What follows belongs to an exercise in optimizing a design on an open flow for small area and a short achievable clock period; a production flow would make more cautious choices. The RTL of this run was laid out without a check of its function. No activity file was given, so power comes from the tool's default toggle rates.

$ cat design/flow/flow/run.sh
#!/bin/bash
# Layout flow: the standard synthesis, then an inverter clean-up around the
# full-adder cells (polarity.py) and a re-map of the remaining gates
# (remap.tcl, ABC area script), then the standard layout steps.
set -euo pipefail
MARGIN=8
R=orfs/results/sky130hd/balance_cntrl/base
bash standard.sh synth > 1_standard_synth.log 2>&1
cp $R/1_2_yosys.v std_1_2_yosys.v
python3 flow/polarity.py std_1_2_yosys.v pol.v > 2_polarity.log 2>&1
export REMAP_IN=pol.v REMAP_OUT=remap.v
export REMAP_LIB=$FLOW_HOME/platforms/sky130hd/lib/sky130_fd_sc_hd__tt_025C_1v80.lib
export REMAP_ABC_SCRIPT=$FLOW_HOME/scripts/abc_area.script
export REMAP_DONT_USE="$(sed -n '/DONT_USE_CELLS += /,/^$/p' $FLOW_HOME/platforms/sky130hd/config.mk | grep -o 'sky130_fd_sc_hd__[a-z0-9_]*' | tr '\n' ' ')"
yosys -c flow/remap.tcl > 3_remap.log 2>&1
cp remap.v $R/1_2_yosys.v
rm -f $R/1_synth.odb $R/1_synth.sdc
if [ "$MARGIN" = "none" ]; then
  bash standard.sh finish > 4_standard_finish.log 2>&1
else
  bash standard.sh SETUP_SLACK_MARGIN=$MARGIN finish > 4_standard_finish.log 2>&1
fi
$ cat design/flow/flow/polarity.py
#!/usr/bin/env python3
"""Inverter clean-up around full adders in a flat sky130 gate netlist.

A full adder is self-dual: FA(~a, ~b, ~c) = (~sum, ~cout).  Each fa cell may
therefore run in inverted polarity.  This pass picks a polarity per fa cell
that needs the fewest inverters, removes the design's free inverters and adds
back one inverter per net whose complement some pin still needs.
Usage: polarity.py in.v out.v"""
import re, sys, collections

src = open(sys.argv[1]).read()
INV = re.compile(r'sky130_fd_sc_hd__(inv|clkinv)_\d+$')
FA = re.compile(r'sky130_fd_sc_hd__fa_\d+$')
OUTP = {'X', 'Y', 'Q', 'Q_N', 'SUM', 'COUT', 'HI', 'LO'}

m = re.search(r'\bmodule\s+(\w+)\s*\((.*?)\);(.*)\bendmodule', src, re.S)
top, portlist, body = m.group(1), m.group(2), m.group(3)
stmts = [s.strip() for s in body.split(';')]
cells = []      # [typ, name, {pin: net}]
other = []      # non-cell statements, kept verbatim
cre = re.compile(r'^(sky130_fd_sc_hd__\w+)\s+(\S+)\s*\((.*)\)$', re.S)
for s in stmts:
    if not s:
        continue
    mm = cre.match(s)
    if mm:
        pins = {p: n.strip() for p, n in re.findall(r'\.(\w+)\(([^()]*)\)', mm.group(3))}
        cells.append([mm.group(1), mm.group(2), pins])
    else:
        other.append(s)

# nets used by non-cell statements (assigns, ports) stay fixed
fixed_nets = set()
for s in other:
    if s.startswith('assign'):
        for tok in re.findall(r'\\\S+|[A-Za-z_][\w$]*(?:\[\d+\])?', s[len('assign'):]):
            fixed_nets.add(tok)
ports = set()
for s in other:
    mm = re.match(r'^(input|output|inout)\s*(\[(\d+):(\d+)\])?\s*(.*)$', s, re.S)
    if mm:
        names = [x.strip() for x in mm.group(5).split(',')]
        for n in names:
            if mm.group(2):
                a, b = int(mm.group(3)), int(mm.group(4))
                for i in range(min(a, b), max(a, b) + 1):
                    ports.add('%s[%d]' % (n, i))
            ports.add(n)
fixed_nets |= ports

driver = {}
for c in cells:
    for p, n in c[2].items():
        if p in OUTP:
            driver[n] = c

def is_free_inv(c):
    return INV.match(c[0]) and c[2]['Y'] not in fixed_nets

def root(n):
    par = 0
    seen = 0
    while n in driver and is_free_inv(driver[n]) and seen < 100:
        n = driver[n][2]['A']
        par ^= 1
        seen += 1
    return n, par

fas = [c for c in cells if FA.match(c[0])]
fa_idx = {c[1]: i for i, c in enumerate(fas)}
out_of = {}    # net -> fa index (physical driver)
for i, c in enumerate(fas):
    out_of[c[2]['SUM']] = i
    out_of[c[2]['COUT']] = i

# consumers: (cell, pin, root, parity, fa_index or None)
cons = []
for c in cells:
    if is_free_inv(c):
        continue
    for p, n in c[2].items():
        if p in OUTP:
            continue
        r, k = root(n)
        cons.append((c, p, r, k, fa_idx.get(c[1]) if FA.match(c[0]) else None))

f = [0] * len(fas)
def need(ci):
    c, p, r, k, w = cons[ci]
    ph = f[out_of[r]] if r in out_of else 0
    return k ^ ph ^ (f[w] if w is not None else 0)

by_root = collections.defaultdict(list)
for i, cc in enumerate(cons):
    by_root[cc[2]].append(i)
touch = collections.defaultdict(set)
for i, cc in enumerate(cons):
    if cc[4] is not None:
        touch[cc[4]].add(cc[2])
for i, c in enumerate(fas):
    touch[i].add(c[2]['SUM'])
    touch[i].add(c[2]['COUT'])

def cost_root(r):
    return 1 if any(need(i) for i in by_root[r]) else 0

def total():
    return sum(cost_root(r) for r in by_root)

before = total()
improved = True
it = 0
while improved and it < 50:
    improved = False
    it += 1
    for i in range(len(fas)):
        rs = touch[i]
        c0 = sum(cost_root(r) for r in rs)
        f[i] ^= 1
        c1 = sum(cost_root(r) for r in rs)
        if c1 < c0:
            improved = True
        else:
            f[i] ^= 1
after = total()

# rebuild
new_cells = [c for c in cells if not is_free_inv(c)]
old_inv = len(cells) - len(new_cells)
inv_net = {}
extra = []
wires = []
k = 0
for i, cc in enumerate(cons):
    c, p, r, par, w = cc
    if need(i):
        if r not in inv_net:
            k += 1
            nn = 'polinv_%d' % k
            inv_net[r] = nn
            wires.append(nn)
            extra.append(['sky130_fd_sc_hd__inv_1', 'polinv_cell_%d' % k, {'A': r, 'Y': nn}])
        c[2][p] = inv_net[r]
    else:
        c[2][p] = r

def emit(c):
    pins = ',\n'.join('    .%s(%s)' % (p, n + (' ' if n.startswith('\\') else '')) for p, n in c[2].items())
    return '  %s %s (\n%s\n  );' % (c[0], c[1], pins)

out = ['module %s(%s);' % (top, portlist)]
for s in other:
    out.append('  ' + s + ' ;')
for w_ in wires:
    out.append('  wire %s;' % w_)
for c in new_cells + extra:
    out.append(emit(c))
out.append('endmodule')
head = src[:m.start()]
open(sys.argv[2], 'w').write(head + '\n'.join(out) + '\n')
sys.stderr.write('polarity: %d fa cells, %d flipped, inverters %d -> %d (cost %d -> %d)\n'
                 % (len(fas), sum(f), old_inv, len(extra), before, after))
$ cat design/flow/flow/remap.tcl
# Re-map the random logic around the kept adder cells and flip-flops.
# env: REMAP_IN, REMAP_OUT, REMAP_LIB, REMAP_ABC_SCRIPT, REMAP_DONT_USE
yosys -import
set L $::env(REMAP_LIB)
read_liberty -ignore_miss_func -ignore_buses $L
read_verilog -defer $::env(REMAP_IN)
hierarchy -top balance_cntrl
foreach c {fa_1 fa_2 fa_4 dfrtp_1 dfrtp_2 dfrtp_4 dfxtp_1 conb_1} {
  catch { blackbox sky130_fd_sc_hd__$c }
}
flatten
opt_clean -purge
techmap
opt -fast
set dont_use {}
foreach c $::env(REMAP_DONT_USE) { lappend dont_use -dont_use $c }
abc -script $::env(REMAP_ABC_SCRIPT) -liberty $L {*}$dont_use
opt_clean -purge

stat -liberty $L
write_verilog -noattr -noexpr -nohex -nodec -selected $::env(REMAP_OUT)
$ cat design/flow/standard.sh
#!/bin/bash
# synth_recipe.tcl (not shown) runs the flow's synth.tcl, then flattens the netlist and writes it again
# the make line also repeats each setting of config.mk as NAME=value (left out here)
make -C /OpenROAD-flow-scripts/flow DESIGN_CONFIG=/design/flow/config.mk WORK_HOME=/design/flow/orfs CLKGATE_MAP_FILE= SYNTH_SCRIPT=/design/flow/synth_recipe.tcl "${@:-finish}"
$ cat design/flow/config.mk
export PLATFORM = sky130hd
export DESIGN_NAME = balance_cntrl
export DESIGN_NICKNAME = balance_cntrl
export VERILOG_FILES = /design/flow/design.v
export SDC_FILE = /design/flow/constraint.sdc
export NUM_CORES = 4
export LEC_CHECK = 0
export ABC_AREA = 1
export CAP_MARGIN = 20
export CORE_MARGIN = 2
export CORE_UTILIZATION = 40
export SLEW_MARGIN = 20
$ cat design/flow/constraint.sdc
create_clock -name core_clock -period 35.0 [get_ports {clk}]
set_input_delay 7.0000 -clock core_clock [delete_from_list [all_inputs] [get_ports {clk}]]
set_output_delay 7.0000 -clock core_clock [all_outputs]
set_load 0.01 [all_outputs]
$ cat design/flow/design.v
module PID(
input clk, rst_n,
input pwr_up,
input logic [17:0] integrator_in,
output logic signed [17:0] integrator,
output logic [7:0] ss_tmr
);
logic [10:0] pre;
logic [10:0] pre_inc;
logic [7:0] ss_inc;
logic [11:0] pc;
logic [8:0] sc;
always_comb begin
  pc[0] = 1'b1;
  for (int k = 0; k < 11; k++) begin
    pre_inc[k] = pre[k] ^ pc[k];
    pc[k+1] = pc[k] & pre[k];
  end
  sc[0] = pc[11] & !(&ss_tmr);
  for (int k = 0; k < 8; k++) begin
    ss_inc[k] = ss_tmr[k] ^ sc[k];
    sc[k+1] = sc[k] & ss_tmr[k];
  end
end
always_ff @(posedge clk, negedge rst_n) begin
  if (!rst_n)
    integrator <= 18'h00000;
  else
    integrator <= integrator_in;
end
always_ff @(posedge clk, negedge rst_n) begin
  if (!rst_n) begin
    pre <= 11'h000;
    ss_tmr <= 8'h00;
  end else if (!pwr_up) begin
    pre <= 11'h000;
    ss_tmr <= 8'h00;
  end else begin
    pre <= pre_inc;
    ss_tmr <= ss_inc;
  end
end
endmodule
module SegwayMath(
input vld, pwr_up, rider_off,
input logic signed [15:0] ptch,
input logic signed [15:0] ptch_rt,
input logic [11:0] steer_pot,
input logic en_steer,
input logic signed [17:0] integrator,
input logic [7:0] ss_tmr,
output logic [17:0] integrator_in,
output logic signed [11:0] lft_spd,
output logic signed [11:0] rght_spd,
output logic too_fast
);
wire e_pos = !ptch[15] && |ptch[14:9];
wire e_neg = ptch[15] && !(&ptch[14:9]);
wire [9:0] e = e_pos ? 10'h1FF : e_neg ? 10'h200 : ptch[9:0];
wire [17:0] isum;
wire ov = (integrator[17] == e[9]) && (isum[17] != integrator[17]);
assign integrator_in = rider_off ? 18'h00000 : (vld && !ov) ? isum : integrator;
wire i_pos = !integrator[17] && |integrator[16:15];
wire i_neg = integrator[17] && !(&integrator[16:15]);
wire [14:0] I_term = i_pos ? 15'h3FFF : i_neg ? 15'h4000 : integrator[15:1];
wire [9:0] r = ptch_rt[15:6];
wire pot_hi = (&steer_pot[11:9]) && (|steer_pot[8:0]);
wire pot_lo = !(|steer_pot[11:9]);
wire [11:0] lim = pot_hi ? 12'hE00 : pot_lo ? 12'h200 : steer_pot;
wire [9:0] st3;
wire [9:0] st = en_steer ? st3 : 10'h000;
wire [15:0] PID_sum;
wire pos_sat = !PID_sum[15] && |PID_sum[14:11];
wire neg_sat = PID_sum[15] && !(&PID_sum[14:11]);
wire [11:0] X = pos_sat ? 12'h7FF : neg_sat ? 12'h800 : PID_sum[11:0];
wire [12:0] lt, rt;
wire [8:0] lap, lam, rap, ram;
wire l_hi, l_pos, l_sm, l_lo, l_fast, r_hi, r_pos, r_sm, r_lo, r_fast;
wire n1 = integrator[0] ^ e[0];
wire n2 = integrator[0] & e[0];
wire n3 = integrator[1] ^ e[1] ^ n2;
wire n4 = (integrator[1] & e[1]) | (integrator[1] & n2) | (e[1] & n2);
wire n5 = integrator[2] ^ e[2] ^ n4;
wire n6 = (integrator[2] & e[2]) | (integrator[2] & n4) | (e[2] & n4);
wire n7 = integrator[3] ^ e[3] ^ n6;
wire n8 = (integrator[3] & e[3]) | (integrator[3] & n6) | (e[3] & n6);
wire n9 = integrator[4] ^ e[4] ^ n8;
wire n10 = (integrator[4] & e[4]) | (integrator[4] & n8) | (e[4] & n8);
wire n11 = integrator[5] ^ e[5] ^ n10;
wire n12 = (integrator[5] & e[5]) | (integrator[5] & n10) | (e[5] & n10);
wire n13 = integrator[6] ^ e[6] ^ n12;
wire n14 = (integrator[6] & e[6]) | (integrator[6] & n12) | (e[6] & n12);
wire n15 = integrator[7] ^ e[7] ^ n14;
wire n16 = (integrator[7] & e[7]) | (integrator[7] & n14) | (e[7] & n14);
wire n17 = integrator[8] ^ e[8] ^ n16;
wire n18 = (integrator[8] & e[8]) | (integrator[8] & n16) | (e[8] & n16);
wire n19 = integrator[9] ^ e[9] ^ n18;
wire n20 = (integrator[9] & e[9]) | (integrator[9] & n18) | (e[9] & n18);
wire n21 = integrator[10] ^ e[9] ^ n20;
wire n22 = (integrator[10] & e[9]) | (integrator[10] & n20) | (e[9] & n20);
wire n23 = integrator[11] ^ e[9] ^ n22;
wire n24 = (integrator[11] & e[9]) | (integrator[11] & n22) | (e[9] & n22);
wire n25 = integrator[12] ^ e[9] ^ n24;
wire n26 = (integrator[12] & e[9]) | (integrator[12] & n24) | (e[9] & n24);
wire n27 = integrator[13] ^ e[9] ^ n26;
wire n28 = (integrator[13] & e[9]) | (integrator[13] & n26) | (e[9] & n26);
wire n29 = integrator[14] ^ e[9] ^ n28;
wire n30 = (integrator[14] & e[9]) | (integrator[14] & n28) | (e[9] & n28);
wire n31 = integrator[15] ^ e[9] ^ n30;
wire n32 = (integrator[15] & e[9]) | (integrator[15] & n30) | (e[9] & n30);
wire n33 = integrator[16] ^ e[9] ^ n32;
wire n34 = (integrator[16] & e[9]) | (integrator[16] & n32) | (e[9] & n32);
wire n35 = integrator[17] ^ e[9] ^ n34;
wire n36 = (integrator[17] & e[9]) | (integrator[17] & n34) | (e[9] & n34);
wire n37 = I_term[0] ^ e[0];
wire n38 = I_term[0] | e[0];
wire n39 = I_term[1] ^ e[1] ^ n38;
wire n40 = (I_term[1] & e[1]) | (I_term[1] & n38) | (e[1] & n38);
wire n41 = ~r[2];
wire n42 = I_term[2] ^ n41 ^ e[2];
wire n43 = (I_term[2] & n41) | (I_term[2] & e[2]) | (n41 & e[2]);
wire n44 = I_term[3] ^ e[3] ^ e[0];
wire n45 = (I_term[3] & e[3]) | (I_term[3] & e[0]) | (e[3] & e[0]);
wire n46 = ~r[3];
wire n47 = n46 ^ n43 ^ n44;
wire n48 = (n46 & n43) | (n46 & n44) | (n43 & n44);
wire n49 = I_term[4] ^ e[4] ^ e[1];
wire n50 = (I_term[4] & e[4]) | (I_term[4] & e[1]) | (e[4] & e[1]);
wire n51 = ~r[4];
wire n52 = n51 ^ n45 ^ n49;
wire n53 = (n51 & n45) | (n51 & n49) | (n45 & n49);
wire n54 = I_term[5] ^ e[5] ^ e[2];
wire n55 = (I_term[5] & e[5]) | (I_term[5] & e[2]) | (e[5] & e[2]);
wire n56 = ~r[5];
wire n57 = n56 ^ n50 ^ n54;
wire n58 = (n56 & n50) | (n56 & n54) | (n50 & n54);
wire n59 = I_term[6] ^ e[6] ^ e[3];
wire n60 = (I_term[6] & e[6]) | (I_term[6] & e[3]) | (e[6] & e[3]);
wire n61 = ~r[6];
wire n62 = n61 ^ n55 ^ n59;
wire n63 = (n61 & n55) | (n61 & n59) | (n55 & n59);
wire n64 = I_term[7] ^ e[7] ^ e[4];
wire n65 = (I_term[7] & e[7]) | (I_term[7] & e[4]) | (e[7] & e[4]);
wire n66 = ~r[7];
wire n67 = n66 ^ n60 ^ n64;
wire n68 = (n66 & n60) | (n66 & n64) | (n60 & n64);
wire n69 = I_term[8] ^ e[8] ^ e[5];
wire n70 = (I_term[8] & e[8]) | (I_term[8] & e[5]) | (e[8] & e[5]);
wire n71 = ~r[8];
wire n72 = n71 ^ n65 ^ n69;
wire n73 = (n71 & n65) | (n71 & n69) | (n65 & n69);
wire n74 = I_term[9] ^ r[9] ^ e[6];
wire n75 = (I_term[9] & r[9]) | (I_term[9] & e[6]) | (r[9] & e[6]);
wire n76 = ~e[9];
wire n77 = n76 ^ n70 ^ n74;
wire n78 = (n76 & n70) | (n76 & n74) | (n70 & n74);
wire n79 = I_term[10] ^ e[7];
wire n80 = I_term[10] | e[7];
wire n81 = ~n79;
wire n82 = n81 ^ n75 ^ n78;
wire n83 = (n81 & n75) | (n81 & n78) | (n75 & n78);
wire n84 = I_term[11] ^ e[8];
wire n85 = I_term[11] | e[8];
wire n86 = ~n84;
wire n87 = n80 ^ n86 ^ n83;
wire n88 = (n80 & n86) | (n80 & n83) | (n86 & n83);
wire n89 = ~e[9];
wire n90 = I_term[12] ^ n89 ^ n85;
wire n91 = (I_term[12] & n89) | (I_term[12] & n85) | (n89 & n85);
wire n92 = I_term[13] ^ n91;
wire n93 = I_term[13] | n91;
wire n94 = r[0] ^ n37;
wire n95 = ~r[0] & ~n37;
wire n96 = r[1] ^ n39;
wire n97 = ~r[1] & n39;
wire n98 = n40 ^ n42;
wire n99 = n40 & n42;
wire n100 = n48 ^ n52;
wire n101 = n48 & n52;
wire n102 = n53 ^ n57;
wire n103 = n53 & n57;
wire n104 = n58 ^ n62;
wire n105 = n58 & n62;
wire n106 = n63 ^ n67;
wire n107 = n63 & n67;
wire n108 = n68 ^ n72;
wire n109 = n68 & n72;
wire n110 = n73 ^ n77;
wire n111 = n73 & n77;
wire n112 = n88 ^ n90;
wire n113 = n88 & n90;
wire n114 = I_term[14] ^ n93;
wire n115 = ~I_term[14] & n93;
wire n116 = n98 & n97;
wire n117 = n99 | n116;
wire n118 = n98 & ~n96;
wire n119 = n100 & n47;
wire n120 = n104 & n103;
wire n121 = n105 | n120;
wire n122 = n104 & n102;
wire n123 = n108 & n107;
wire n124 = n109 | n123;
wire n125 = n108 & n106;
wire n126 = n82 & n111;
wire n127 = n82 & n110;
wire n128 = n112 & n87;
wire n129 = ~n114 & ~n92;
wire n130 = ~n96 & n95;
wire n131 = n97 | n130;
wire n132 = n118 & n95;
wire n133 = n117 | n132;
wire n134 = n102 & n101;
wire n135 = n103 | n134;
wire n136 = n102 & n119;
wire n137 = n122 & n101;
wire n138 = n121 | n137;
wire n139 = n122 & n119;
wire n140 = n110 & n124;
wire n141 = n111 | n140;
wire n142 = n110 & n125;
wire n143 = n127 & n124;
wire n144 = n126 | n143;
wire n145 = n127 & n125;
wire n146 = ~n92 & n113;
wire n147 = ~n92 & n128;
wire n148 = n129 & n113;
wire n149 = n115 | n148;
wire n150 = n129 & n128;
wire n151 = n47 & n133;
wire n152 = n119 & n133;
wire n153 = n101 | n152;
wire n154 = n136 & n133;
wire n155 = n135 | n154;
wire n156 = n139 & n133;
wire n157 = n138 | n156;
wire n158 = n87 & n144;
wire n159 = n87 & n145;
wire n160 = n128 & n144;
wire n161 = n113 | n160;
wire n162 = n128 & n145;
wire n163 = n147 & n144;
wire n164 = n146 | n163;
wire n165 = n147 & n145;
wire n166 = n150 & n144;
wire n167 = n149 | n166;
wire n168 = n150 & n145;
wire n169 = n106 & n157;
wire n170 = n107 | n169;
wire n171 = n125 & n157;
wire n172 = n124 | n171;
wire n173 = n142 & n157;
wire n174 = n141 | n173;
wire n175 = n145 & n157;
wire n176 = n144 | n175;
wire n177 = n159 & n157;
wire n178 = n158 | n177;
wire n179 = n162 & n157;
wire n180 = n161 | n179;
wire n181 = n165 & n157;
wire n182 = n164 | n181;
wire n183 = n168 & n157;
wire n184 = n167 | n183;
wire n185 = n96 ^ n95;
wire n186 = n98 ^ n131;
wire n187 = n47 ^ n133;
wire n188 = n100 ^ n151;
wire n189 = n102 ^ n153;
wire n190 = n104 ^ n155;
wire n191 = n106 ^ n157;
wire n192 = n108 ^ n170;
wire n193 = n110 ^ n172;
wire n194 = n82 ^ n174;
wire n195 = n87 ^ n176;
wire n196 = n112 ^ n178;
wire n197 = n92 ^ n180;
wire n198 = n114 ^ n182;
wire n199 = ~(ss_tmr[0] & X[0]);
wire n200 = ~(ss_tmr[0] & X[1]);
wire n201 = ~(ss_tmr[0] & X[2]);
wire n202 = ~(ss_tmr[0] & X[3]);
wire n203 = ~(ss_tmr[0] & X[4]);
wire n204 = ~(ss_tmr[0] & X[5]);
wire n205 = ~(ss_tmr[0] & X[6]);
wire n206 = ~(ss_tmr[0] & X[7]);
wire n207 = ~(ss_tmr[0] & X[8]);
wire n208 = ~(ss_tmr[0] & X[9]);
wire n209 = ~(ss_tmr[0] & X[10]);
wire n210 = ~(ss_tmr[0] & X[11]);
wire n211 = ~(ss_tmr[1] & X[0]);
wire n212 = ~(ss_tmr[1] & X[1]);
wire n213 = ~(ss_tmr[1] & X[2]);
wire n214 = ~(ss_tmr[1] & X[3]);
wire n215 = ~(ss_tmr[1] & X[4]);
wire n216 = ~(ss_tmr[1] & X[5]);
wire n217 = ~(ss_tmr[1] & X[6]);
wire n218 = ~(ss_tmr[1] & X[7]);
wire n219 = ~(ss_tmr[1] & X[8]);
wire n220 = ~(ss_tmr[1] & X[9]);
wire n221 = ~(ss_tmr[1] & X[10]);
wire n222 = ~(ss_tmr[1] & X[11]);
wire n223 = ~(ss_tmr[2] & X[0]);
wire n224 = ~(ss_tmr[2] & X[1]);
wire n225 = ~(ss_tmr[2] & X[2]);
wire n226 = ~(ss_tmr[2] & X[3]);
wire n227 = ~(ss_tmr[2] & X[4]);
wire n228 = ~(ss_tmr[2] & X[5]);
wire n229 = ~(ss_tmr[2] & X[6]);
wire n230 = ~(ss_tmr[2] & X[7]);
wire n231 = ~(ss_tmr[2] & X[8]);
wire n232 = ~(ss_tmr[2] & X[9]);
wire n233 = ~(ss_tmr[2] & X[10]);
wire n234 = ~(ss_tmr[2] & X[11]);
wire n235 = ~(ss_tmr[3] & X[0]);
wire n236 = ~(ss_tmr[3] & X[1]);
wire n237 = ~(ss_tmr[3] & X[2]);
wire n238 = ~(ss_tmr[3] & X[3]);
wire n239 = ~(ss_tmr[3] & X[4]);
wire n240 = ~(ss_tmr[3] & X[5]);
wire n241 = ~(ss_tmr[3] & X[6]);
wire n242 = ~(ss_tmr[3] & X[7]);
wire n243 = ~(ss_tmr[3] & X[8]);
wire n244 = ~(ss_tmr[3] & X[9]);
wire n245 = ~(ss_tmr[3] & X[10]);
wire n246 = ~(ss_tmr[3] & X[11]);
wire n247 = ~(ss_tmr[4] & X[0]);
wire n248 = ~(ss_tmr[4] & X[1]);
wire n249 = ~(ss_tmr[4] & X[2]);
wire n250 = ~(ss_tmr[4] & X[3]);
wire n251 = ~(ss_tmr[4] & X[4]);
wire n252 = ~(ss_tmr[4] & X[5]);
wire n253 = ~(ss_tmr[4] & X[6]);
wire n254 = ~(ss_tmr[4] & X[7]);
wire n255 = ~(ss_tmr[4] & X[8]);
wire n256 = ~(ss_tmr[4] & X[9]);
wire n257 = ~(ss_tmr[4] & X[10]);
wire n258 = ~(ss_tmr[4] & X[11]);
wire n259 = ~(ss_tmr[5] & X[0]);
wire n260 = ~(ss_tmr[5] & X[1]);
wire n261 = ~(ss_tmr[5] & X[2]);
wire n262 = ~(ss_tmr[5] & X[3]);
wire n263 = ~(ss_tmr[5] & X[4]);
wire n264 = ~(ss_tmr[5] & X[5]);
wire n265 = ~(ss_tmr[5] & X[6]);
wire n266 = ~(ss_tmr[5] & X[7]);
wire n267 = ~(ss_tmr[5] & X[8]);
wire n268 = ~(ss_tmr[5] & X[9]);
wire n269 = ~(ss_tmr[5] & X[10]);
wire n270 = ~(ss_tmr[5] & X[11]);
wire n271 = ~(ss_tmr[6] & X[0]);
wire n272 = ~(ss_tmr[6] & X[1]);
wire n273 = ~(ss_tmr[6] & X[2]);
wire n274 = ~(ss_tmr[6] & X[3]);
wire n275 = ~(ss_tmr[6] & X[4]);
wire n276 = ~(ss_tmr[6] & X[5]);
wire n277 = ~(ss_tmr[6] & X[6]);
wire n278 = ~(ss_tmr[6] & X[7]);
wire n279 = ~(ss_tmr[6] & X[8]);
wire n280 = ~(ss_tmr[6] & X[9]);
wire n281 = ~(ss_tmr[6] & X[10]);
wire n282 = ~(ss_tmr[6] & X[11]);
wire n283 = ~(ss_tmr[7] & X[0]);
wire n284 = ~(ss_tmr[7] & X[1]);
wire n285 = ~(ss_tmr[7] & X[2]);
wire n286 = ~(ss_tmr[7] & X[3]);
wire n287 = ~(ss_tmr[7] & X[4]);
wire n288 = ~(ss_tmr[7] & X[5]);
wire n289 = ~(ss_tmr[7] & X[6]);
wire n290 = ~(ss_tmr[7] & X[7]);
wire n291 = ~(ss_tmr[7] & X[8]);
wire n292 = ~(ss_tmr[7] & X[9]);
wire n293 = ~(ss_tmr[7] & X[10]);
wire n294 = ~(ss_tmr[7] & X[11]);
wire n295 = n205 ^ n216;
wire n296 = ~n205 & ~n216;
wire n297 = n206 ^ n217 ^ n228;
wire n298 = (n206 & n217) | (n206 & n228) | (n217 & n228);
wire n299 = n239 ^ n250;
wire n300 = ~n239 & ~n250;
wire n301 = n207 ^ n218 ^ n229;
wire n302 = (n207 & n218) | (n207 & n229) | (n218 & n229);
wire n303 = n240 ^ n251 ^ n262;
wire n304 = (n240 & n251) | (n240 & n262) | (n251 & n262);
wire n305 = n208 ^ n219 ^ n230;
wire n306 = (n208 & n219) | (n208 & n230) | (n219 & n230);
wire n307 = n241 ^ n252 ^ n263;
wire n308 = (n241 & n252) | (n241 & n263) | (n252 & n263);
wire n309 = n209 ^ n220 ^ n231;
wire n310 = (n209 & n220) | (n209 & n231) | (n220 & n231);
wire n311 = n242 ^ n253 ^ n264;
wire n312 = (n242 & n253) | (n242 & n264) | (n253 & n264);
wire n313 = n210 ^ n221;
wire n314 = n210 | ~n221;
wire n315 = n232 ^ n243 ^ n254;
wire n316 = (n232 & n243) | (n232 & n254) | (n243 & n254);
wire n317 = n265 ^ n276;
wire n318 = ~n265 & ~n276;
wire n319 = ~n222;
wire n320 = n319 ^ n233 ^ n244;
wire n321 = (n319 & n233) | (n319 & n244) | (n233 & n244);
wire n322 = n255 ^ n266 ^ n277;
wire n323 = (n255 & n266) | (n255 & n277) | (n266 & n277);
wire n324 = ~n234;
wire n325 = n324 ^ n245 ^ n256;
wire n326 = (n324 & n245) | (n324 & n256) | (n245 & n256);
wire n327 = n203 ^ n214;
wire n328 = ~n203 & ~n214;
wire n329 = n204 ^ n215 ^ n226;
wire n330 = (n204 & n215) | (n204 & n226) | (n215 & n226);
wire n331 = n237 ^ n248;
wire n332 = ~n237 & ~n248;
wire n333 = n227 ^ n238 ^ n249;
wire n334 = (n227 & n238) | (n227 & n249) | (n238 & n249);
wire n335 = ~n295;
wire n336 = n260 ^ n271 ^ n335;
wire n337 = (n260 & n271) | (n260 & n335) | (n271 & n335);
wire n338 = n261 ^ n272 ^ n283;
wire n339 = (n261 & n272) | (n261 & n283) | (n272 & n283);
wire n340 = ~n297;
wire n341 = n296 ^ n299 ^ n340;
wire n342 = (n296 & n299) | (n296 & n340) | (n299 & n340);
wire n343 = ~n300;
wire n344 = n273 ^ n284 ^ n343;
wire n345 = (n273 & n284) | (n273 & n343) | (n284 & n343);
wire n346 = n298 ^ n301 ^ n303;
wire n347 = (n298 & n301) | (n298 & n303) | (n301 & n303);
wire n348 = n274 ^ n285 ^ n302;
wire n349 = (n274 & n285) | (n274 & n302) | (n285 & n302);
wire n350 = n304 ^ n305 ^ n307;
wire n351 = (n304 & n305) | (n304 & n307) | (n305 & n307);
wire n352 = n275 ^ n286 ^ n306;
wire n353 = (n275 & n286) | (n275 & n306) | (n286 & n306);
wire n354 = n308 ^ n309 ^ n311;
wire n355 = (n308 & n309) | (n308 & n311) | (n309 & n311);
wire n356 = n287 ^ n310 ^ n312;
wire n357 = (n287 & n310) | (n287 & n312) | (n310 & n312);
wire n358 = ~n315;
wire n359 = n313 ^ n317 ^ n358;
wire n360 = (n313 & n317) | (n313 & n358) | (n317 & n358);
wire n361 = ~n288;
wire n362 = n361 ^ n314 ^ n318;
wire n363 = (n361 & n314) | (n361 & n318) | (n314 & n318);
wire n364 = n316 ^ n322 ^ n320;
wire n365 = (n316 & n322) | (n316 & n320) | (n322 & n320);
wire n366 = n267 ^ n278 ^ n289;
wire n367 = (n267 & n278) | (n267 & n289) | (n278 & n289);
wire n368 = n323 ^ n321 ^ n325;
wire n369 = (n323 & n321) | (n323 & n325) | (n321 & n325);
wire n370 = ~n246;
wire n371 = n370 ^ n257 ^ n268;
wire n372 = (n370 & n257) | (n370 & n268) | (n257 & n268);
wire n373 = n279 ^ n290 ^ n326;
wire n374 = (n279 & n290) | (n279 & n326) | (n290 & n326);
wire n375 = ~n258;
wire n376 = n375 ^ n269 ^ n280;
wire n377 = (n375 & n269) | (n375 & n280) | (n269 & n280);
wire n378 = n202 ^ n213;
wire n379 = ~n202 & ~n213;
wire n380 = n225 ^ n236 ^ n247;
wire n381 = (n225 & n236) | (n225 & n247) | (n236 & n247);
wire n382 = ~n259;
wire n383 = n382 ^ n328 ^ n331;
wire n384 = (n382 & n328) | (n382 & n331) | (n328 & n331);
wire n385 = ~n332;
wire n386 = n385 ^ n330 ^ n333;
wire n387 = (n385 & n330) | (n385 & n333) | (n330 & n333);
wire n388 = n334 ^ n338 ^ n337;
wire n389 = (n334 & n338) | (n334 & n337) | (n338 & n337);
wire n390 = n339 ^ n344 ^ n346;
wire n391 = (n339 & n344) | (n339 & n346) | (n344 & n346);
wire n392 = n345 ^ n347 ^ n348;
wire n393 = (n345 & n347) | (n345 & n348) | (n347 & n348);
wire n394 = n349 ^ n351 ^ n352;
wire n395 = (n349 & n351) | (n349 & n352) | (n351 & n352);
wire n396 = n353 ^ n355 ^ n356;
wire n397 = (n353 & n355) | (n353 & n356) | (n355 & n356);
wire n398 = ~n357;
wire n399 = n362 ^ n398 ^ n360;
wire n400 = (n362 & n398) | (n362 & n360) | (n398 & n360);
wire n401 = n366 ^ n365 ^ n368;
wire n402 = (n366 & n365) | (n366 & n368) | (n365 & n368);
wire n403 = n367 ^ n371 ^ n369;
wire n404 = (n367 & n371) | (n367 & n369) | (n371 & n369);
wire n405 = n291 ^ n372 ^ n376;
wire n406 = (n291 & n372) | (n291 & n376) | (n372 & n376);
wire n407 = ~n270;
wire n408 = n407 ^ n281 ^ n292;
wire n409 = (n407 & n281) | (n407 & n292) | (n281 & n292);
wire n410 = n201 ^ n212;
wire n411 = ~n201 & ~n212;
wire n412 = ~n378;
wire n413 = n224 ^ n235 ^ n412;
wire n414 = (n224 & n235) | (n224 & n412) | (n235 & n412);
wire n415 = ~n380;
wire n416 = n379 ^ n327 ^ n415;
wire n417 = (n379 & n327) | (n379 & n415) | (n327 & n415);
wire n418 = ~n383;
wire n419 = n381 ^ n329 ^ n418;
wire n420 = (n381 & n329) | (n381 & n418) | (n329 & n418);
wire n421 = ~n384;
wire n422 = n421 ^ n336 ^ n386;
wire n423 = (n421 & n336) | (n421 & n386) | (n336 & n386);
wire n424 = ~n341;
wire n425 = n387 ^ n424 ^ n388;
wire n426 = (n387 & n424) | (n387 & n388) | (n424 & n388);
wire n427 = ~n342;
wire n428 = n427 ^ n389 ^ n390;
wire n429 = (n427 & n389) | (n427 & n390) | (n389 & n390);
wire n430 = n350 ^ n391 ^ n392;
wire n431 = (n350 & n391) | (n350 & n392) | (n391 & n392);
wire n432 = n354 ^ n393 ^ n394;
wire n433 = (n354 & n393) | (n354 & n394) | (n393 & n394);
wire n434 = ~n359;
wire n435 = n434 ^ n395 ^ n396;
wire n436 = (n434 & n395) | (n434 & n396) | (n395 & n396);
wire n437 = ~n399;
wire n438 = n364 ^ n397 ^ n437;
wire n439 = (n364 & n397) | (n364 & n437) | (n397 & n437);
wire n440 = ~n401;
wire n441 = n363 ^ n400 ^ n440;
wire n442 = (n363 & n400) | (n363 & n440) | (n400 & n440);
wire n443 = n373 ^ n402 ^ n403;
wire n444 = (n373 & n402) | (n373 & n403) | (n402 & n403);
wire n445 = n405 ^ n374 ^ n404;
wire n446 = (n405 & n374) | (n405 & n404) | (n374 & n404);
wire n447 = n408 ^ n377 ^ n406;
wire n448 = (n408 & n377) | (n408 & n406) | (n377 & n406);
wire n449 = ~n282;
wire n450 = n449 ^ n293 ^ n409;
wire n451 = (n449 & n293) | (n449 & n409) | (n293 & n409);
wire n452 = n200 ^ n211;
wire n453 = ~n200 & ~n211;
wire n454 = n410 ^ n223;
wire n455 = n410 & ~n223;
wire n456 = n411 ^ n413;
wire n457 = n411 & ~n413;
wire n458 = n414 ^ n416;
wire n459 = ~n414 & n416;
wire n460 = n417 ^ n419;
wire n461 = n417 & ~n419;
wire n462 = n420 ^ n422;
wire n463 = ~n420 & ~n422;
wire n464 = n423 ^ n425;
wire n465 = ~n423 & ~n425;
wire n466 = ~n454 & n453;
wire n467 = n455 | n466;
wire n468 = ~n454 & n452;
wire n469 = ~n458 & n457;
wire n470 = n459 | n469;
wire n471 = ~n458 & ~n456;
wire n472 = n462 & n461;
wire n473 = n463 | n472;
wire n474 = n462 & ~n460;
wire n475 = n474 & n470;
wire n476 = n473 | n475;
wire n477 = n474 & n471;
wire n478 = n477 & n467;
wire n479 = n476 | n478;
wire n480 = n464 & n479;
wire n481 = n465 | n480;
wire n482 = &lim[2:0];
wire n483 = &lim[3:0];
wire n484 = n482 & ~lim[3];
wire n485 = lim[4] ^ lim[5] ^ n483;
wire n486 = (lim[4] & lim[5]) | (lim[4] & n483) | (lim[5] & n483);
wire n487 = lim[5] ^ lim[6] ^ n486;
wire n488 = (lim[5] & lim[6]) | (lim[5] & n486) | (lim[6] & n486);
wire n489 = lim[6] ^ lim[7] ^ n488;
wire n490 = (lim[6] & lim[7]) | (lim[6] & n488) | (lim[7] & n488);
wire n491 = lim[7] ^ lim[8] ^ n490;
wire n492 = (lim[7] & lim[8]) | (lim[7] & n490) | (lim[8] & n490);
wire n493 = lim[8] ^ lim[9] ^ n492;
wire n494 = (lim[8] & lim[9]) | (lim[8] & n492) | (lim[9] & n492);
wire n495 = lim[9] ^ lim[10] ^ n494;
wire n496 = (lim[9] & lim[10]) | (lim[9] & n494) | (lim[10] & n494);
wire n497 = ~lim[11];
wire n498 = lim[10] ^ n497 ^ n496;
wire n499 = (lim[10] & n497) | (lim[10] & n496) | (n497 & n496);
wire n500 = ~n499;
wire n501 = lim[11] ^ lim[11] ^ n500;
wire n502 = (lim[11] & lim[11]) | (lim[11] & n500) | (lim[11] & n500);
wire n503 = lim[11] ^ lim[11] ^ n502;
wire n504 = (lim[11] & lim[11]) | (lim[11] & n502) | (lim[11] & n502);
wire n505 = lim[3] ^ lim[4] ^ n484;
wire n506 = (lim[3] & lim[4]) | (lim[3] & n484) | (lim[4] & n484);
wire n507 = n485 ^ n506;
wire n508 = n485 & n506;
wire n509 = n487 ^ n508;
wire n510 = n487 & n508;
wire n511 = n489 ^ n510;
wire n512 = n489 & n510;
wire n513 = n491 ^ n512;
wire n514 = n491 & n512;
wire n515 = n493 ^ n514;
wire n516 = n493 & n514;
wire n517 = n495 ^ n516;
wire n518 = n495 & n516;
wire n519 = n498 ^ n518;
wire n520 = n498 & n518;
wire n521 = n501 ^ n520;
wire n522 = ~n501 & n520;
wire n523 = n503 ^ n522;
wire n524 = ~n503 & n522;
wire n525 = ~st[0];
wire n526 = n426 ^ n428 ^ n525;
wire n527 = (n426 & n428) | (n426 & n525) | (n428 & n525);
wire n528 = ~st[1];
wire n529 = n429 ^ n430 ^ n528;
wire n530 = (n429 & n430) | (n429 & n528) | (n430 & n528);
wire n531 = ~st[2];
wire n532 = n431 ^ n432 ^ n531;
wire n533 = (n431 & n432) | (n431 & n531) | (n432 & n531);
wire n534 = ~st[3];
wire n535 = n433 ^ n435 ^ n534;
wire n536 = (n433 & n435) | (n433 & n534) | (n435 & n534);
wire n537 = ~st[4];
wire n538 = n436 ^ n438 ^ n537;
wire n539 = (n436 & n438) | (n436 & n537) | (n438 & n537);
wire n540 = ~n439;
wire n541 = n540 ^ n441 ^ st[5];
wire n542 = (n540 & n441) | (n540 & st[5]) | (n441 & st[5]);
wire n543 = ~n443;
wire n544 = n442 ^ n543 ^ st[6];
wire n545 = (n442 & n543) | (n442 & st[6]) | (n543 & st[6]);
wire n546 = ~st[7];
wire n547 = n444 ^ n445 ^ n546;
wire n548 = (n444 & n445) | (n444 & n546) | (n445 & n546);
wire n549 = ~st[8];
wire n550 = n446 ^ n447 ^ n549;
wire n551 = (n446 & n447) | (n446 & n549) | (n447 & n549);
wire n552 = ~st[9];
wire n553 = n448 ^ n450 ^ n552;
wire n554 = (n448 & n450) | (n448 & n552) | (n450 & n552);
wire n555 = ~n451;
wire n556 = n555 ^ n294 ^ st[9];
wire n557 = (n555 & n294) | (n555 & st[9]) | (n294 & st[9]);
wire n558 = n526 ^ n481;
wire n559 = ~n526 & n481;
wire n560 = ~n559;
wire n561 = n529 ^ n527 ^ n560;
wire n562 = (n529 & n527) | (n529 & n560) | (n527 & n560);
wire n563 = n532 ^ n530 ^ n562;
wire n564 = (n532 & n530) | (n532 & n562) | (n530 & n562);
wire n565 = n535 ^ n533 ^ n564;
wire n566 = (n535 & n533) | (n535 & n564) | (n533 & n564);
wire n567 = n538 ^ n536 ^ n566;
wire n568 = (n538 & n536) | (n538 & n566) | (n536 & n566);
wire n569 = ~n541;
wire n570 = n569 ^ n539 ^ n568;
wire n571 = (n569 & n539) | (n569 & n568) | (n539 & n568);
wire n572 = ~n571;
wire n573 = n544 ^ n542 ^ n572;
wire n574 = (n544 & n542) | (n544 & n572) | (n542 & n572);
wire n575 = ~n547;
wire n576 = n575 ^ n545 ^ n574;
wire n577 = (n575 & n545) | (n575 & n574) | (n545 & n574);
wire n578 = ~n577;
wire n579 = n550 ^ n548 ^ n578;
wire n580 = (n550 & n548) | (n550 & n578) | (n548 & n578);
wire n581 = n553 ^ n551 ^ n580;
wire n582 = (n553 & n551) | (n553 & n580) | (n551 & n580);
wire n583 = ~n556;
wire n584 = n583 ^ n554 ^ n582;
wire n585 = (n583 & n554) | (n583 & n582) | (n554 & n582);
wire n586 = ~n557;
wire n587 = st[9] ^ n586 ^ n585;
wire n588 = (st[9] & n586) | (st[9] & n585) | (n586 & n585);
wire n589 = ~st[9];
wire n590 = st[9] ^ n589 ^ n588;
wire n591 = (st[9] & n589) | (st[9] & n588) | (n589 & n588);
wire n592 = lt[4] & lt[3];
wire n593 = ~lt[5] & n592;
wire n594 = lt[5] | n593;
wire n595 = lt[6] & n594;
wire n596 = ~lt[7] & n595;
wire n597 = lt[7] | n596;
wire n598 = lt[8] & n597;
wire n599 = lt[9] & n598;
wire n600 = lt[10] & n599;
wire n601 = lt[11] & n600;
wire n602 = lt[4] ^ lt[3];
wire n603 = lt[5] ^ n592;
wire n604 = lt[6] ^ n594;
wire n605 = lt[7] ^ n595;
wire n606 = lt[8] ^ n597;
wire n607 = lt[9] ^ n598;
wire n608 = lt[10] ^ n599;
wire n609 = lt[11] ^ n600;
wire n610 = ~lt[4] & lt[3];
wire n611 = lt[4] | n610;
wire n612 = lt[5] & n611;
wire n613 = ~lt[6] & n612;
wire n614 = lt[6] | n613;
wire n615 = lt[7] & n614;
wire n616 = ~lt[8] & n615;
wire n617 = lt[8] | n616;
wire n618 = ~lt[9] & n617;
wire n619 = lt[9] | n618;
wire n620 = ~lt[10] & n619;
wire n621 = lt[10] | n620;
wire n622 = ~lt[11] & n621;
wire n623 = lt[11] | n622;
wire n624 = lt[4] ^ lt[3];
wire n625 = lt[5] ^ n611;
wire n626 = lt[6] ^ n612;
wire n627 = lt[7] ^ n614;
wire n628 = lt[8] ^ n615;
wire n629 = lt[9] ^ n617;
wire n630 = lt[10] ^ n619;
wire n631 = lt[11] ^ n621;
wire n632 = (lt[9] & (lt[8] & (lt[7] | (lt[6] & (lt[5] | (lt[4] & lt[3]))))));
wire n633 = (lt[6] | (lt[5] & (lt[4] | (lt[3] & (lt[2] | (lt[1] & lt[0]))))));
wire n634 = (lt[7] & (lt[6] & (lt[5] | (lt[4] & (lt[3] | (lt[2] & lt[1]))))));
wire n635 = (lt[9] | (lt[8] | (lt[7] & (lt[6] | (lt[5] & (lt[4] | lt[3]))))));
wire n636 = (lt[6] & (lt[5] | (lt[4] & (lt[3] & (lt[2] | (lt[1] | lt[0]))))));
wire n637 = n426 ^ n428 ^ st[0];
wire n638 = (n426 & n428) | (n426 & st[0]) | (n428 & st[0]);
wire n639 = n429 ^ n430 ^ st[1];
wire n640 = (n429 & n430) | (n429 & st[1]) | (n430 & st[1]);
wire n641 = n431 ^ n432 ^ st[2];
wire n642 = (n431 & n432) | (n431 & st[2]) | (n432 & st[2]);
wire n643 = n433 ^ n435 ^ st[3];
wire n644 = (n433 & n435) | (n433 & st[3]) | (n435 & st[3]);
wire n645 = n436 ^ n438 ^ st[4];
wire n646 = (n436 & n438) | (n436 & st[4]) | (n438 & st[4]);
wire n647 = ~n441;
wire n648 = n439 ^ n647 ^ st[5];
wire n649 = (n439 & n647) | (n439 & st[5]) | (n647 & st[5]);
wire n650 = ~n442;
wire n651 = n650 ^ n443 ^ st[6];
wire n652 = (n650 & n443) | (n650 & st[6]) | (n443 & st[6]);
wire n653 = n444 ^ n445 ^ st[7];
wire n654 = (n444 & n445) | (n444 & st[7]) | (n445 & st[7]);
wire n655 = n446 ^ n447 ^ st[8];
wire n656 = (n446 & n447) | (n446 & st[8]) | (n447 & st[8]);
wire n657 = n448 ^ n450 ^ st[9];
wire n658 = (n448 & n450) | (n448 & st[9]) | (n450 & st[9]);
wire n659 = ~n294;
wire n660 = n451 ^ n659 ^ st[9];
wire n661 = (n451 & n659) | (n451 & st[9]) | (n659 & st[9]);
wire n662 = n637 ^ n481;
wire n663 = ~n637 | n481;
wire n664 = ~n663;
wire n665 = n639 ^ n638 ^ n664;
wire n666 = (n639 & n638) | (n639 & n664) | (n638 & n664);
wire n667 = n641 ^ n640 ^ n666;
wire n668 = (n641 & n640) | (n641 & n666) | (n640 & n666);
wire n669 = n643 ^ n642 ^ n668;
wire n670 = (n643 & n642) | (n643 & n668) | (n642 & n668);
wire n671 = n645 ^ n644 ^ n670;
wire n672 = (n645 & n644) | (n645 & n670) | (n644 & n670);
wire n673 = n648 ^ n646 ^ n672;
wire n674 = (n648 & n646) | (n648 & n672) | (n646 & n672);
wire n675 = n651 ^ n649 ^ n674;
wire n676 = (n651 & n649) | (n651 & n674) | (n649 & n674);
wire n677 = n653 ^ n652 ^ n676;
wire n678 = (n653 & n652) | (n653 & n676) | (n652 & n676);
wire n679 = n655 ^ n654 ^ n678;
wire n680 = (n655 & n654) | (n655 & n678) | (n654 & n678);
wire n681 = n657 ^ n656 ^ n680;
wire n682 = (n657 & n656) | (n657 & n680) | (n656 & n680);
wire n683 = n660 ^ n658 ^ n682;
wire n684 = (n660 & n658) | (n660 & n682) | (n658 & n682);
wire n685 = ~st[9];
wire n686 = n685 ^ n661 ^ n684;
wire n687 = (n685 & n661) | (n685 & n684) | (n661 & n684);
wire n688 = ~st[9];
wire n689 = n688 ^ st[9] ^ n687;
wire n690 = (n688 & st[9]) | (n688 & n687) | (st[9] & n687);
wire n691 = rt[4] & rt[3];
wire n692 = ~rt[5] & n691;
wire n693 = rt[5] | n692;
wire n694 = rt[6] & n693;
wire n695 = ~rt[7] & n694;
wire n696 = rt[7] | n695;
wire n697 = rt[8] & n696;
wire n698 = rt[9] & n697;
wire n699 = rt[10] & n698;
wire n700 = rt[11] & n699;
wire n701 = rt[4] ^ rt[3];
wire n702 = rt[5] ^ n691;
wire n703 = rt[6] ^ n693;
wire n704 = rt[7] ^ n694;
wire n705 = rt[8] ^ n696;
wire n706 = rt[9] ^ n697;
wire n707 = rt[10] ^ n698;
wire n708 = rt[11] ^ n699;
wire n709 = ~rt[4] & rt[3];
wire n710 = rt[4] | n709;
wire n711 = rt[5] & n710;
wire n712 = ~rt[6] & n711;
wire n713 = rt[6] | n712;
wire n714 = rt[7] & n713;
wire n715 = ~rt[8] & n714;
wire n716 = rt[8] | n715;
wire n717 = ~rt[9] & n716;
wire n718 = rt[9] | n717;
wire n719 = ~rt[10] & n718;
wire n720 = rt[10] | n719;
wire n721 = ~rt[11] & n720;
wire n722 = rt[11] | n721;
wire n723 = rt[4] ^ rt[3];
wire n724 = rt[5] ^ n710;
wire n725 = rt[6] ^ n711;
wire n726 = rt[7] ^ n713;
wire n727 = rt[8] ^ n714;
wire n728 = rt[9] ^ n716;
wire n729 = rt[10] ^ n718;
wire n730 = rt[11] ^ n720;
wire n731 = (rt[9] & (rt[8] & (rt[7] | (rt[6] & (rt[5] | (rt[4] & rt[3]))))));
wire n732 = (rt[6] | (rt[5] & (rt[4] | (rt[3] & (rt[2] | (rt[1] & rt[0]))))));
wire n733 = (rt[7] & (rt[6] & (rt[5] | (rt[4] & (rt[3] | (rt[2] & rt[1]))))));
wire n734 = (rt[9] | (rt[8] | (rt[7] & (rt[6] | (rt[5] & (rt[4] | rt[3]))))));
wire n735 = (rt[6] & (rt[5] | (rt[4] & (rt[3] & (rt[2] | (rt[1] | rt[0]))))));
assign isum[0] = n1;
assign isum[1] = n3;
assign isum[2] = n5;
assign isum[3] = n7;
assign isum[4] = n9;
assign isum[5] = n11;
assign isum[6] = n13;
assign isum[7] = n15;
assign isum[8] = n17;
assign isum[9] = n19;
assign isum[10] = n21;
assign isum[11] = n23;
assign isum[12] = n25;
assign isum[13] = n27;
assign isum[14] = n29;
assign isum[15] = n31;
assign isum[16] = n33;
assign isum[17] = n35;
assign PID_sum[0] = n94;
assign PID_sum[1] = ~n185;
assign PID_sum[2] = n186;
assign PID_sum[3] = n187;
assign PID_sum[4] = n188;
assign PID_sum[5] = n189;
assign PID_sum[6] = n190;
assign PID_sum[7] = n191;
assign PID_sum[8] = n192;
assign PID_sum[9] = n193;
assign PID_sum[10] = n194;
assign PID_sum[11] = n195;
assign PID_sum[12] = n196;
assign PID_sum[13] = ~n197;
assign PID_sum[14] = ~n198;
assign PID_sum[15] = ~n184;
assign st3[0] = n505;
assign st3[1] = n507;
assign st3[2] = n509;
assign st3[3] = n511;
assign st3[4] = n513;
assign st3[5] = n515;
assign st3[6] = n517;
assign st3[7] = n519;
assign st3[8] = ~n521;
assign st3[9] = ~n523;
assign lt[0] = ~n558;
assign lt[1] = ~n561;
assign lt[2] = ~n563;
assign lt[3] = ~n565;
assign lt[4] = ~n567;
assign lt[5] = ~n570;
assign lt[6] = n573;
assign lt[7] = n576;
assign lt[8] = ~n579;
assign lt[9] = ~n581;
assign lt[10] = ~n584;
assign lt[11] = ~n587;
assign lt[12] = ~n590;
assign lap[0] = ~lt[3];
assign lam[0] = ~lt[3];
assign lap[1] = n602;
assign lam[1] = ~n624;
assign lap[2] = ~n603;
assign lam[2] = n625;
assign lap[3] = n604;
assign lam[3] = ~n626;
assign lap[4] = ~n605;
assign lam[4] = n627;
assign lap[5] = n606;
assign lam[5] = ~n628;
assign lap[6] = n607;
assign lam[6] = ~n629;
assign lap[7] = n608;
assign lam[7] = ~n630;
assign lap[8] = n609;
assign lam[8] = ~n631;
assign l_hi = (lt[11] | (lt[10] & n632));
assign l_pos = (lt[11] | (lt[10] | (lt[9] | (lt[8] | (lt[7] | n633)))));
assign l_sm = (lt[11] & (lt[10] & (lt[9] & (lt[8] & n634))));
assign l_lo = (lt[11] & (lt[10] | n635));
assign l_fast = (lt[11] | (lt[10] & (lt[9] | (lt[8] & (lt[7] | n636)))));
assign rt[0] = n662;
assign rt[1] = ~n665;
assign rt[2] = ~n667;
assign rt[3] = ~n669;
assign rt[4] = ~n671;
assign rt[5] = ~n673;
assign rt[6] = ~n675;
assign rt[7] = ~n677;
assign rt[8] = ~n679;
assign rt[9] = ~n681;
assign rt[10] = ~n683;
assign rt[11] = ~n686;
assign rt[12] = ~n689;
assign rap[0] = ~rt[3];
assign ram[0] = ~rt[3];
assign rap[1] = n701;
assign ram[1] = ~n723;
assign rap[2] = ~n702;
assign ram[2] = n724;
assign rap[3] = n703;
assign ram[3] = ~n725;
assign rap[4] = ~n704;
assign ram[4] = n726;
assign rap[5] = n705;
assign ram[5] = ~n727;
assign rap[6] = n706;
assign ram[6] = ~n728;
assign rap[7] = n707;
assign ram[7] = ~n729;
assign rap[8] = n708;
assign ram[8] = ~n730;
assign r_hi = (rt[11] | (rt[10] & n731));
assign r_pos = (rt[11] | (rt[10] | (rt[9] | (rt[8] | (rt[7] | n732)))));
assign r_sm = (rt[11] & (rt[10] & (rt[9] & (rt[8] & n733))));
assign r_lo = (rt[11] & (rt[10] | n734));
assign r_fast = (rt[11] | (rt[10] & (rt[9] | (rt[8] & (rt[7] | n735)))));
wire [11:0] l_y = !lt[12] ? (l_hi ? 12'h7FF : l_pos ? {lap, lt[2:0]} : {lt[9:0], 2'b00})
                          : (l_sm ? {lt[9:0], 2'b00} : l_lo ? {lam, lt[2:0]} : 12'h800);
wire [11:0] r_y = !rt[12] ? (r_hi ? 12'h7FF : r_pos ? {rap, rt[2:0]} : {rt[9:0], 2'b00})
                          : (r_sm ? {rt[9:0], 2'b00} : r_lo ? {ram, rt[2:0]} : 12'h800);
assign lft_spd = pwr_up ? l_y : 12'h000;
assign rght_spd = pwr_up ? r_y : 12'h000;
assign too_fast = pwr_up && ((!lt[12] && l_fast) || (!rt[12] && r_fast));
endmodule
module balance_cntrl
# (parameter fast_sim=1)
(
input clk, rst_n,
input vld, pwr_up, rider_off,
input logic signed [15:0] ptch,
input logic signed [15:0] ptch_rt,
input logic [11:0] steer_pot,
input logic en_steer,
output logic signed [11:0] lft_spd,
output logic signed [11:0] rght_spd,
output logic too_fast
);
logic signed [17:0] integrator;
logic [17:0] integrator_in;
logic [7:0] ss_tmr;
PID PID_balance (.clk(clk), .rst_n(rst_n), .pwr_up(pwr_up), .integrator_in(integrator_in),
                 .integrator(integrator), .ss_tmr(ss_tmr));
SegwayMath SegwayMath_balance (.vld(vld), .pwr_up(pwr_up), .rider_off(rider_off), .ptch(ptch),
                 .ptch_rt(ptch_rt), .steer_pot(steer_pot), .en_steer(en_steer),
                 .integrator(integrator), .ss_tmr(ss_tmr), .integrator_in(integrator_in),
                 .lft_spd(lft_spd), .rght_spd(rght_spd), .too_fast(too_fast));
endmodule
==> run summary <==
area of the multi-input gates 6352 um2; Worst-Margin Slew 0.9096 ns; Initial Util 40.86%; CP max stage delay 0.59 ns; LEAKAGE 0.004558 uW; status finished clean; DRT Wirelength 19760 um; most used cell, CP fa_1; crit path kind primary input to output pin; total congestion overflow 0; Layout area overhead 18.10%; Post-layout nets 1370; insertion delay to the later sink of the worst-skew pair 0.28 ns; first-pass GRT wire length 34040 um; largest net degree at the start of global routing 38; FF/Latch Area 925.9 um2; RSZ-0062 raised after global routing true; Worst Path Required 28.00 ns; clock tree from TritonCTS done; First-pass DRT Iterations 5; synthesized cell area 7978 um2; row cnt 51; Residual DRC 0; VDD IR max 45.31 uV; Fillers 1991; clk slew on worst S/H paths 0.06 ns; CP arrival 19.26 ns; Setup Skew 0.008250 ns; # H-tree levels 2; Slew Limit Fails 0; clk buf depth 2; Max Freq 0.03808 GHz; CP Max Fanout 12; slowest library cell on the worst path clkdlybuf4s50_1; diodes inserted 0; vias 7069; cell family with most CP delay adder cells; min-delay worst type flop to flop; startpoint types primary input; Final setup viols 0; die extent in x 145.2 um; die area 21090 um2; Post-DP HPWL 16310 um; synth warn 1; Core Footprint 19530 um2; antenna violations before repair 0; Post-Route Setup TNS 0 ns; PortBufs 68; most used routing layer met2; Mapped Nets 1289; synthesized netlist cell count 1097; GRT met1 Usage 28.25%; Final Wtd Congestion 0.8834; max_cap viols 0; Antenna Violating Nets Remaining 0; Clock Tree Root clkbuf_16; design area 9422 um2; number of global-route vias before repair 7218; Num CTS Buffers 5; met2 GRT Util 31.92%; initial DRC count 354; Tmin final 26.26 ns; global-route usage over all layers 19.33%; io pins 75; Placed Instance Area 8951 um2; Die Y 145.2 um; Hold Violations, Final 0; met3 usage 2.044%; share of layout cells above drive strength 1 10.52%; Buf/Inv on CP 14; post-DR vias/cell 4.895; clock sinks 37; Mean Syn Cell Area 7.272 um2; period utilization 75.04%; CP endpoint kind output pin; hold-fix buffers at CTS 0; Slew HR 39.36%; wire length per cell 13.68 um; PD cells 55.31 nW/um2
what timing repair did:
| action | 4_1_cts | 5_1_grt |
|---|---|---|
| setup buffers | 6 | 6 |
| gates cloned | 0 | 0 |
| pin swaps | 2 | 4 |
| resized for setup | 20 | 51 |
| hold endpoints to repair | 0 | 0 |
| setup endpoints to repair | 24 | 23 |
metrics by stage:
stage                     utilization, %  power (uW)  hold slack (ns)  setup slack [ns]  cells
after global routing               48.25       582.6           0.4714             7.904   1444
final                              48.25       521.1           0.4529             8.737   1444
after global placement             45.84       445.4           0.4422             6.908   1424
after CTS                          47.11       507.6           0.4574             8.006   1438
after detailed placement           45.84       448.2           0.4461             6.761   1424
after floorplan                        -       352.9           0.4205             9.312   1097
worst paths after layout:
path	startpoint	to	slack, ns	cells after the start
worst min-delay path	PID_balance.pre[0]$_DFF_PN0_	PID_balance.pre[0]$_DFF_PN0_	0.45	1
min in group asynchronous	rst_n	PID_balance.integrator[11]$_DFFE_PN0P_	6.84	1
worst min register to register	PID_balance.pre[0]$_DFF_PN0_	PID_balance.pre[0]$_DFF_PN0_	0.45	1
worst max register to register	PID_balance.integrator[0]$_DFFE_PN0P_	PID_balance.integrator[3]$_DFFE_PN0P_	27.01	28
worst max-delay path	ptch[9]	lft_spd[8]	8.74	57
max in group asynchronous	rst_n	PID_balance.ss_tmr[5]$_DFF_PN0_	27.58	1
metal layers:
layer / part of all wire, % / up-vias
met4: 0.66 / 0
met5: 0 / -
met2: 47 / 161
met3: 5.3 / 14
met1: 47 / 3374
li1: - / 3520
registers in the layout, indices dropped and copies added (netlist names):
signal	cells
PID_balance.ss_tmr	8
PID_balance.integrator	18
PID_balance.pre	11
area by class of cell:
type	count	area share (%)
Clock buffer	5	1.328
Clock inverter	3	0.2258
Inverter	227	9.256
Multi-Input combinational cell	826	67.42
Sequential cell	37	9.827
Tap cell	265	3.519
Timing Repair Buffer	81	8.420
placed cells by master, fill, tap and decap left out, types with 6 or more instances in the layout:
| cell type | count |
|---|---|
| clkdlybuf4s50_1 | 55 |
| fa_1 | 137 |
| or2_2 | 6 |
| o21ai_0 | 37 |
| nor2_1 | 177 |
| dlymetal6s2s_1 | 10 |
| a21oi_1 | 55 |
| a21oi_2 | 8 |
| buf_4 | 13 |
| nand2_4 | 13 |
| nor3_1 | 15 |
| o21ai_1 | 7 |
| o22ai_1 | 11 |
| inv_1 | 208 |
| dfrtp_1 | 37 |
| inv_2 | 12 |
| nand2_1 | 214 |
| nand4_1 | 14 |
| nand3_1 | 32 |
| xor2_1 | 16 |
| nand2_2 | 19 |
worst reg2reg max path: cells and delay by family (launching register included):
family / cells / cell delay, ns
DFF: 1 / 0.34
and+or+nand+nor: 4 / 0.72
AOI/OAI and AO/OA: 5 / 1.02
buffers and inverters: 5 / 0.82
adders and majority gates: 14 / 4.99
report_power, final:
group	internal [uW]	switching, uW
clock	26.5	19.5
sequential	47.4	3.18
combinational	148	276

[separate check: timing with driven ports]
In the flow no input, the clock included, has a driving cell. The finished layout below was timed again as built, in two steps. Step 1 assumes that a clkbuf_16 drives the clock port and a buf_2 every other input. Step 2 adds t to the input delays and takes it off the output delays; t is the mean of the earliest and latest rising clock arrival at the registers after step 1. Input paths then give back, and output paths get back, about the clock's delay inside the block. a / b / c = ideal ports / drivers / drivers and shift; a / b = the first two.
t (ns): 0.311
setup WS [ns]: 8.737 / 8.716 / 8.716
worst data-port slew with drivers (ns): 0.03
pins driven straight from the clock port: 1
After both steps setup and hold are still met in this run. The setup slack of this run moves by -0.021 ns with the drivers and by -0.021 ns with both steps.
